Context: an optimization exercise on an open-source flow, tuned for small area and a short achievable clock period. The choices shown serve that exercise and are no tape-out recipe.
Where RTL was checked, it was by simulation tests only, not by an equivalence proof against the original.

==> v17 <==
## sqrt_16s
module sqrt_16s (
    input         clk,
    input  [15:0] data_i,
    input         vld_i,
    output [15:0] data_o,
    output        vld_o
);
==> flow/config.mk <==
export PLATFORM = sky130hd
export DESIGN_NAME = sqrt_16s
export DESIGN_NICKNAME = sqrt_16s
export VERILOG_FILES = /design/flow/design.v
export SDC_FILE = /design/flow/constraint.sdc
export NUM_CORES = 4
export LEC_CHECK = 0
export ABC_AREA = 1
export CAP_MARGIN = 20
export CORE_MARGIN = 2
export CORE_UTILIZATION = 40
export SETUP_SLACK_MARGIN = 1.2
export SLEW_MARGIN = 20
==> flow/constraint.sdc <==
create_clock -name core_clock -period 3.0 [get_ports {clk}]
set_input_delay 0.6000 -clock core_clock [delete_from_list [all_inputs] [get_ports {clk}]]
set_output_delay 0.6000 -clock core_clock [all_outputs]
set_load 0.01 [all_outputs]
standard.sh (not shown) runs the stock make flow with config.mk's settings and CLKGATE_MAP_FILE= SYNTH_SCRIPT=/design/flow/synth_recipe.tcl, a recipe that flattens the netlist after the stock synthesis.
==> flow/flow/run.sh <==
#!/bin/bash
# The standard layout, with buf_2 port buffers and a clock tree without dummy loads.
bash standard.sh \
  "BUFFER_PORTS_ARGS=-buffer_cell sky130_fd_sc_hd__buf_2" \
  "CTS_ARGS=-sink_clustering_enable -repair_clock_nets -dont_use_dummy_load -buf_list sky130_fd_sc_hd__clkbuf_8 -sink_clustering_size 20 -sink_clustering_max_diameter 60" \
  RECOVER_POWER=100 \
  finish > standard.log 2>&1
==> v38 (differences from v17) <==
--- a/flow/design.v
+++ b/flow/design.v
@@ -74,26 +74,18 @@
             6'd63: tbl3 = {3'd7, 4'd14};
             default: tbl3 = 7'bx;
         endcase
     endfunction
     wire [6:0] t3 = tbl3(data_i[15:10]);
     wire [2:0] q3 = t3[6:4];
     wire [3:0] r3 = t3[3:0];
     wire [9:0] x3 = data_i[9:0];
-    reg  [2:0] q_r3;
-    always @(posedge clk) q_r3 <= q3;
-    reg  [3:0] r_r3;
-    always @(posedge clk) r_r3 <= r3;
-    reg  [9:0] x_r3;
-    always @(posedge clk) x_r3 <= x3;
-    reg  [0:0] v_r3;
-    always @(posedge clk) v_r3 <= vld_i;
-    wire [5:0] a4 = {r_r3, x_r3[9:8]};
-    wire [5:0] b4 = {1'b0, q_r3, 2'b01};
+    wire [5:0] a4 = {r3, x3[9:8]};
+    wire [5:0] b4 = {1'b0, q3, 2'b01};
     wire [5:0] g4_0 = ~a4 & b4;
     wire [5:0] p4_0 = ~a4 | b4;
     wire g4_1_1 = g4_0[1] | (p4_0[1] & g4_0[0]);
     wire p4_1_1 = p4_0[1] & p4_0[0];
     wire g4_1_3 = g4_0[3] | (p4_0[3] & g4_0[2]);
     wire p4_1_3 = p4_0[3] & p4_0[2];
     wire g4_1_5 = g4_0[5] | (p4_0[5] & g4_0[4]);
     wire p4_1_5 = p4_0[5] & p4_0[4];
@@ -103,26 +95,26 @@
     wire p4_5_5 = p4_1_5 & p4_2_3;
     wire g4_6_2 = g4_0[2] | (p4_0[2] & g4_1_1);
     wire p4_6_2 = p4_0[2] & p4_1_1;
     wire g4_6_4 = g4_0[4] | (p4_0[4] & g4_2_3);
     wire p4_6_4 = p4_0[4] & p4_2_3;
     wire s4 = g4_5_5;
     wire [4:0] c4 = {g4_2_3, g4_6_2, g4_1_1, g4_0[0], 1'b0};
     wire [4:0] r4 = a4[4:0] ^ ({5{~s4}} & (b4[4:0] ^ c4));
-    wire [3:0] q4 = {q_r3, ~s4};
-    wire [7:0] x4 = x_r3[7:0];
+    wire [3:0] q4 = {q3, ~s4};
+    wire [7:0] x4 = x3[7:0];
     reg  [3:0] q_r4;
     always @(posedge clk) q_r4 <= q4;
     reg  [4:0] r_r4;
     always @(posedge clk) r_r4 <= r4;
     reg  [7:0] x_r4;
     always @(posedge clk) x_r4 <= x4;
     reg  [0:0] v_r4;
-    always @(posedge clk) v_r4 <= v_r3;
+    always @(posedge clk) v_r4 <= vld_i;
     wire [6:0] a5 = {r_r4, x_r4[7:6]};
     wire [6:0] b5 = {1'b0, q_r4, 2'b01};
     wire [6:0] g5_0 = ~a5 & b5;
     wire [6:0] p5_0 = ~a5 | b5;
     wire g5_1_1 = g5_0[1] | (p5_0[1] & g5_0[0]);
     wire p5_1_1 = p5_0[1] & p5_0[0];
     wire g5_1_3 = g5_0[3] | (p5_0[3] & g5_0[2]);
     wire p5_1_3 = p5_0[3] & p5_0[2];
==> flow/flow/run.sh (replaced) <==
#!/bin/bash
# The standard layout (the standard.sh: ORFS synthesis to final), with buf_2
# cells as the port buffers and a clock tree of clkbuf_8 without dummy loads.
bash standard.sh \
  "BUFFER_PORTS_ARGS=-buffer_cell sky130_fd_sc_hd__buf_2" \
  "CTS_ARGS=-sink_clustering_enable -repair_clock_nets -dont_use_dummy_load -buf_list sky130_fd_sc_hd__clkbuf_8 -sink_clustering_size 14 -sink_clustering_max_diameter 50" \
  finish > standard.log 2>&1
==> flow/config.mk (replaced) <==
export PLATFORM = sky130hd
export DESIGN_NAME = sqrt_16s
export DESIGN_NICKNAME = sqrt_16s
export VERILOG_FILES = /design/flow/design.v
export SDC_FILE = /design/flow/constraint.sdc
export NUM_CORES = 4
export LEC_CHECK = 0
export ABC_AREA = 1
export CAP_MARGIN = 20
export CORE_MARGIN = 2
export CORE_UTILIZATION = 40
export PLACE_DENSITY = 0.4
export SETUP_SLACK_MARGIN = 1.1
export SLEW_MARGIN = 20
==> v4 (differences from v17) <==
--- a/flow/design.v
+++ b/flow/design.v
@@ -1,97 +1,88 @@
 module sqrt_16s (
     input         clk,
     input  [15:0] data_i,
     input         vld_i,
     output [15:0] data_o,
     output        vld_o
 );
-    function [6:0] tbl3;
-        input [5:0] v;
-        case (v)
-            6'd0: tbl3 = {3'd0, 4'd0};
-            6'd1: tbl3 = {3'd1, 4'd0};
-            6'd2: tbl3 = {3'd1, 4'd1};
-            6'd3: tbl3 = {3'd1, 4'd2};
-            6'd4: tbl3 = {3'd2, 4'd0};
-            6'd5: tbl3 = {3'd2, 4'd1};
-            6'd6: tbl3 = {3'd2, 4'd2};
-            6'd7: tbl3 = {3'd2, 4'd3};
-            6'd8: tbl3 = {3'd2, 4'd4};
-            6'd9: tbl3 = {3'd3, 4'd0};
-            6'd10: tbl3 = {3'd3, 4'd1};
-            6'd11: tbl3 = {3'd3, 4'd2};
-            6'd12: tbl3 = {3'd3, 4'd3};
-            6'd13: tbl3 = {3'd3, 4'd4};
-            6'd14: tbl3 = {3'd3, 4'd5};
-            6'd15: tbl3 = {3'd3, 4'd6};
-            6'd16: tbl3 = {3'd4, 4'd0};
-            6'd17: tbl3 = {3'd4, 4'd1};
-            6'd18: tbl3 = {3'd4, 4'd2};
-            6'd19: tbl3 = {3'd4, 4'd3};
-            6'd20: tbl3 = {3'd4, 4'd4};
-            6'd21: tbl3 = {3'd4, 4'd5};
-            6'd22: tbl3 = {3'd4, 4'd6};
-            6'd23: tbl3 = {3'd4, 4'd7};
-            6'd24: tbl3 = {3'd4, 4'd8};
-            6'd25: tbl3 = {3'd5, 4'd0};
-            6'd26: tbl3 = {3'd5, 4'd1};
-            6'd27: tbl3 = {3'd5, 4'd2};
-            6'd28: tbl3 = {3'd5, 4'd3};
-            6'd29: tbl3 = {3'd5, 4'd4};
-            6'd30: tbl3 = {3'd5, 4'd5};
-            6'd31: tbl3 = {3'd5, 4'd6};
-            6'd32: tbl3 = {3'd5, 4'd7};
-            6'd33: tbl3 = {3'd5, 4'd8};
-            6'd34: tbl3 = {3'd5, 4'd9};
-            6'd35: tbl3 = {3'd5, 4'd10};
-            6'd36: tbl3 = {3'd6, 4'd0};
-            6'd37: tbl3 = {3'd6, 4'd1};
-            6'd38: tbl3 = {3'd6, 4'd2};
-            6'd39: tbl3 = {3'd6, 4'd3};
-            6'd40: tbl3 = {3'd6, 4'd4};
-            6'd41: tbl3 = {3'd6, 4'd5};
-            6'd42: tbl3 = {3'd6, 4'd6};
-            6'd43: tbl3 = {3'd6, 4'd7};
-            6'd44: tbl3 = {3'd6, 4'd8};
-            6'd45: tbl3 = {3'd6, 4'd9};
-            6'd46: tbl3 = {3'd6, 4'd10};
-            6'd47: tbl3 = {3'd6, 4'd11};
-            6'd48: tbl3 = {3'd6, 4'd12};
-            6'd49: tbl3 = {3'd7, 4'd0};
-            6'd50: tbl3 = {3'd7, 4'd1};
-            6'd51: tbl3 = {3'd7, 4'd2};
-            6'd52: tbl3 = {3'd7, 4'd3};
-            6'd53: tbl3 = {3'd7, 4'd4};
-            6'd54: tbl3 = {3'd7, 4'd5};
-            6'd55: tbl3 = {3'd7, 4'd6};
-            6'd56: tbl3 = {3'd7, 4'd7};
-            6'd57: tbl3 = {3'd7, 4'd8};
-            6'd58: tbl3 = {3'd7, 4'd9};
-            6'd59: tbl3 = {3'd7, 4'd10};
-            6'd60: tbl3 = {3'd7, 4'd11};
-            6'd61: tbl3 = {3'd7, 4'd12};
-            6'd62: tbl3 = {3'd7, 4'd13};
-            6'd63: tbl3 = {3'd7, 4'd14};
-            default: tbl3 = 7'bx;
-        endcase
-    endfunction
-    wire [6:0] t3 = tbl3(data_i[15:10]);
-    wire [2:0] q3 = t3[6:4];
-    wire [3:0] r3 = t3[3:0];
-    wire [9:0] x3 = data_i[9:0];
+    wire [2:0] a1 = {1'b0, data_i[15:14]};
+    wire [2:0] b1 = 3'b001;
+    wire [2:0] g1_0 = ~a1 & b1;
+    wire [2:0] p1_0 = ~a1 | b1;
+    wire g1_1_1 = g1_0[1] | (p1_0[1] & g1_0[0]);
+    wire p1_1_1 = p1_0[1] & p1_0[0];
+    wire g1_4_2 = g1_0[2] | (p1_0[2] & g1_1_1);
+    wire p1_4_2 = p1_0[2] & p1_1_1;
+    wire s1 = g1_4_2;
+    wire [1:0] c1 = {g1_0[0], 1'b0};
+    wire [1:0] r1 = a1[1:0] ^ ({2{~s1}} & (b1[1:0] ^ c1));
+    wire [0:0] q1 = ~s1;
+    wire [13:0] x1 = data_i[13:0];
+    reg  [0:0] q_r1;
+    always @(posedge clk) q_r1 <= q1;
+    reg  [1:0] r_r1;
+    always @(posedge clk) r_r1 <= r1;
+    reg  [13:0] x_r1;
+    always @(posedge clk) x_r1 <= x1;
+    reg  [0:0] v_r1;
+    always @(posedge clk) v_r1 <= vld_i;
+    wire [3:0] a2 = {r_r1, x_r1[13:12]};
+    wire [3:0] b2 = {1'b0, q_r1, 2'b01};
+    wire [3:0] g2_0 = ~a2 & b2;
+    wire [3:0] p2_0 = ~a2 | b2;
+    wire g2_1_1 = g2_0[1] | (p2_0[1] & g2_0[0]);
+    wire p2_1_1 = p2_0[1] & p2_0[0];
+    wire g2_1_3 = g2_0[3] | (p2_0[3] & g2_0[2]);
+    wire p2_1_3 = p2_0[3] & p2_0[2];
+    wire g2_2_3 = g2_1_3 | (p2_1_3 & g2_1_1);
+    wire p2_2_3 = p2_1_3 & p2_1_1;
+    wire g2_4_2 = g2_0[2] | (p2_0[2] & g2_1_1);
+    wire p2_4_2 = p2_0[2] & p2_1_1;
+    wire s2 = g2_2_3;
+    wire [2:0] c2 = {g2_1_1, g2_0[0], 1'b0};
+    wire [2:0] r2 = a2[2:0] ^ ({3{~s2}} & (b2[2:0] ^ c2));
+    wire [1:0] q2 = {q_r1, ~s2};
+    wire [11:0] x2 = x_r1[11:0];
+    reg  [1:0] q_r2;
+    always @(posedge clk) q_r2 <= q2;
+    reg  [2:0] r_r2;
+    always @(posedge clk) r_r2 <= r2;
+    reg  [11:0] x_r2;
+    always @(posedge clk) x_r2 <= x2;
+    reg  [0:0] v_r2;
+    always @(posedge clk) v_r2 <= v_r1;
+    wire [4:0] a3 = {r_r2, x_r2[11:10]};
+    wire [4:0] b3 = {1'b0, q_r2, 2'b01};
+    wire [4:0] g3_0 = ~a3 & b3;
+    wire [4:0] p3_0 = ~a3 | b3;
+    wire g3_1_1 = g3_0[1] | (p3_0[1] & g3_0[0]);
+    wire p3_1_1 = p3_0[1] & p3_0[0];
+    wire g3_1_3 = g3_0[3] | (p3_0[3] & g3_0[2]);
+    wire p3_1_3 = p3_0[3] & p3_0[2];
+    wire g3_2_3 = g3_1_3 | (p3_1_3 & g3_1_1);
+    wire p3_2_3 = p3_1_3 & p3_1_1;
+    wire g3_6_2 = g3_0[2] | (p3_0[2] & g3_1_1);
+    wire p3_6_2 = p3_0[2] & p3_1_1;
+    wire g3_6_4 = g3_0[4] | (p3_0[4] & g3_2_3);
+    wire p3_6_4 = p3_0[4] & p3_2_3;
+    wire s3 = g3_6_4;
+    wire [3:0] c3 = {g3_6_2, g3_1_1, g3_0[0], 1'b0};
+    wire [3:0] r3 = a3[3:0] ^ ({4{~s3}} & (b3[3:0] ^ c3));
+    wire [2:0] q3 = {q_r2, ~s3};
+    wire [9:0] x3 = x_r2[9:0];
     reg  [2:0] q_r3;
     always @(posedge clk) q_r3 <= q3;
     reg  [3:0] r_r3;
     always @(posedge clk) r_r3 <= r3;
     reg  [9:0] x_r3;
     always @(posedge clk) x_r3 <= x3;
     reg  [0:0] v_r3;
-    always @(posedge clk) v_r3 <= vld_i;
+    always @(posedge clk) v_r3 <= v_r2;
     wire [5:0] a4 = {r_r3, x_r3[9:8]};
     wire [5:0] b4 = {1'b0, q_r3, 2'b01};
     wire [5:0] g4_0 = ~a4 & b4;
     wire [5:0] p4_0 = ~a4 | b4;
     wire g4_1_1 = g4_0[1] | (p4_0[1] & g4_0[0]);
     wire p4_1_1 = p4_0[1] & p4_0[0];
     wire g4_1_3 = g4_0[3] | (p4_0[3] & g4_0[2]);
     wire p4_1_3 = p4_0[3] & p4_0[2];
==> flow/run.sh (new file) <==
#!/bin/bash
# synth_recipe.tcl (not shown) runs the flow's synth.tcl, then flattens the netlist and writes it again
# the make line also repeats each setting of config.mk as NAME=value (left out here)
make -C /OpenROAD-flow-scripts/flow DESIGN_CONFIG=/design/flow/config.mk WORK_HOME=/design/flow/orfs CLKGATE_MAP_FILE= SYNTH_SCRIPT=/design/flow/synth_recipe.tcl finish
==> flow/config.mk (replaced) <==
export PLATFORM = sky130hd
export DESIGN_NAME = sqrt_16s
export DESIGN_NICKNAME = sqrt_16s
export VERILOG_FILES = /design/flow/design.v
export SDC_FILE = /design/flow/constraint.sdc
export NUM_CORES = 4
export LEC_CHECK = 0
export ABC_AREA = 1
export CAP_MARGIN = 20
export CORE_MARGIN = 2
export CORE_UTILIZATION = 40
export CTS_BUF_LIST = sky130_fd_sc_hd__clkbuf_4 sky130_fd_sc_hd__clkbuf_8
export SLEW_MARGIN = 20
removed: flow/flow/run.sh
removed: flow/standard.sh
==> summary of the runs <==
Between v4 and v38, the lower synthesized cell count is in v38 (gap 0.49%, measured against v38).
Between v17 and v38, the lower cell count is in v38 (gap 0.37%, measured against v38).
First-iteration DRC count, highest first: v4, v17, v38.
Sequential share of layout area: v4 is lower than v17 (0.74 points).
Of v17 and v4, v4 has the higher via count (gap 1.4%, measured against v4).
Critical path depth, lowest first: v4, v17, v38.
Between v4 and v17, the lower register-to-register slack is in v17 (gap 0.33 ns).
==> figures <==
item                                                                       v4                       v17                       v38
Non-filler instance count after layout                                   1978                      1904                      1897
Synthesis-stage register bit count                                        329                       293                       275
Number of buffers and inverters on the critical path                        1                         3                         2
Post-layout minimum cycle time                                        2.02 ns                   2.21 ns                   1.78 ns
R2r endpoint                                                          r_r8[1]                 r_r14[10]                  r_r14[9]
Clock sinks                                                               329                       293                       275
Cell type with the highest occurrence count on the critical path            -  sky130_fd_sc_hd__a21oi_1  sky130_fd_sc_hd__nand2_2
Clock latency reported for the late side of the worst-skew pair       0.59 ns                   0.55 ns                   0.53 ns
Number of cells traversed by the worst register-to-register path           12                        11                        10
Width of the die                                                  180 microns               175 microns               173 microns
Multi-input gate share of the layout cell area                          32.9%                     37.7%                     39.7%
Sequential cell area share                                              45.5%                     46.3%                     43.1%
Core area                                                         30500 sq um               28800 sq um               27900 sq um
CP Data Required Time                                                 2.40 ns                   3.42 ns                   3.42 ns
Height of the die                                                 180 microns               175 microns               173 microns
Status                                       no timing/DRC/antenna violations  no timing/DRC/antenna violations  no timing/DRC/antenna violations
Area share of the largest cell type after synthesis                     53.2%                     50.0%                     48.4%
End point of the most critical hold path                                 v_r7                   x_r3[0]                   x_r4[1]
No functional check of the RTL was part of v4.

## what the ideal ports hide
In the flow no input, the clock included, has a driving cell. The finished layouts below were timed again as built, in two steps.
Step 1: set_driving_cell puts a clkbuf_16 on clk and a buf_2 on each other input, an assumption about the parent block.
Step 2, shift: input delay + t, output delay - t, t = (earliest + latest rising clock arrival at the registers) / 2. This alone moves slack from input paths to output paths.
a / b / c = ideal / step 1 / step 2; a / b = the first two.
| run | t (ns) | setup slack, ns | worst hold slack (ns) | worst setup path after step 2 | latest minus earliest clock arrival (ns) |
|---|---|---|---|---|---|
| v17 | 0.577 | 0.790 / 0.790 / 0.790 | 0.151 / 0.128 / 0.317 | register to register | 0.050 / 0.051 |
| v38 | 0.546 | 1.224 / 1.229 / 0.703 | 0.177 / 0.153 / 0.293 | input to register | 0.063 / 0.063 |
| v4 | 0.617 | 0.983 / 0.937 / 1.119 | 0.323 / 0.323 / 0.323 | register to register | 0.031 / 0.031 |
After both steps every run listed still meets setup and hold. For v38, which loses most, drivers alone change the setup slack by +0.005 ns; drivers and shift together by -0.521 ns.
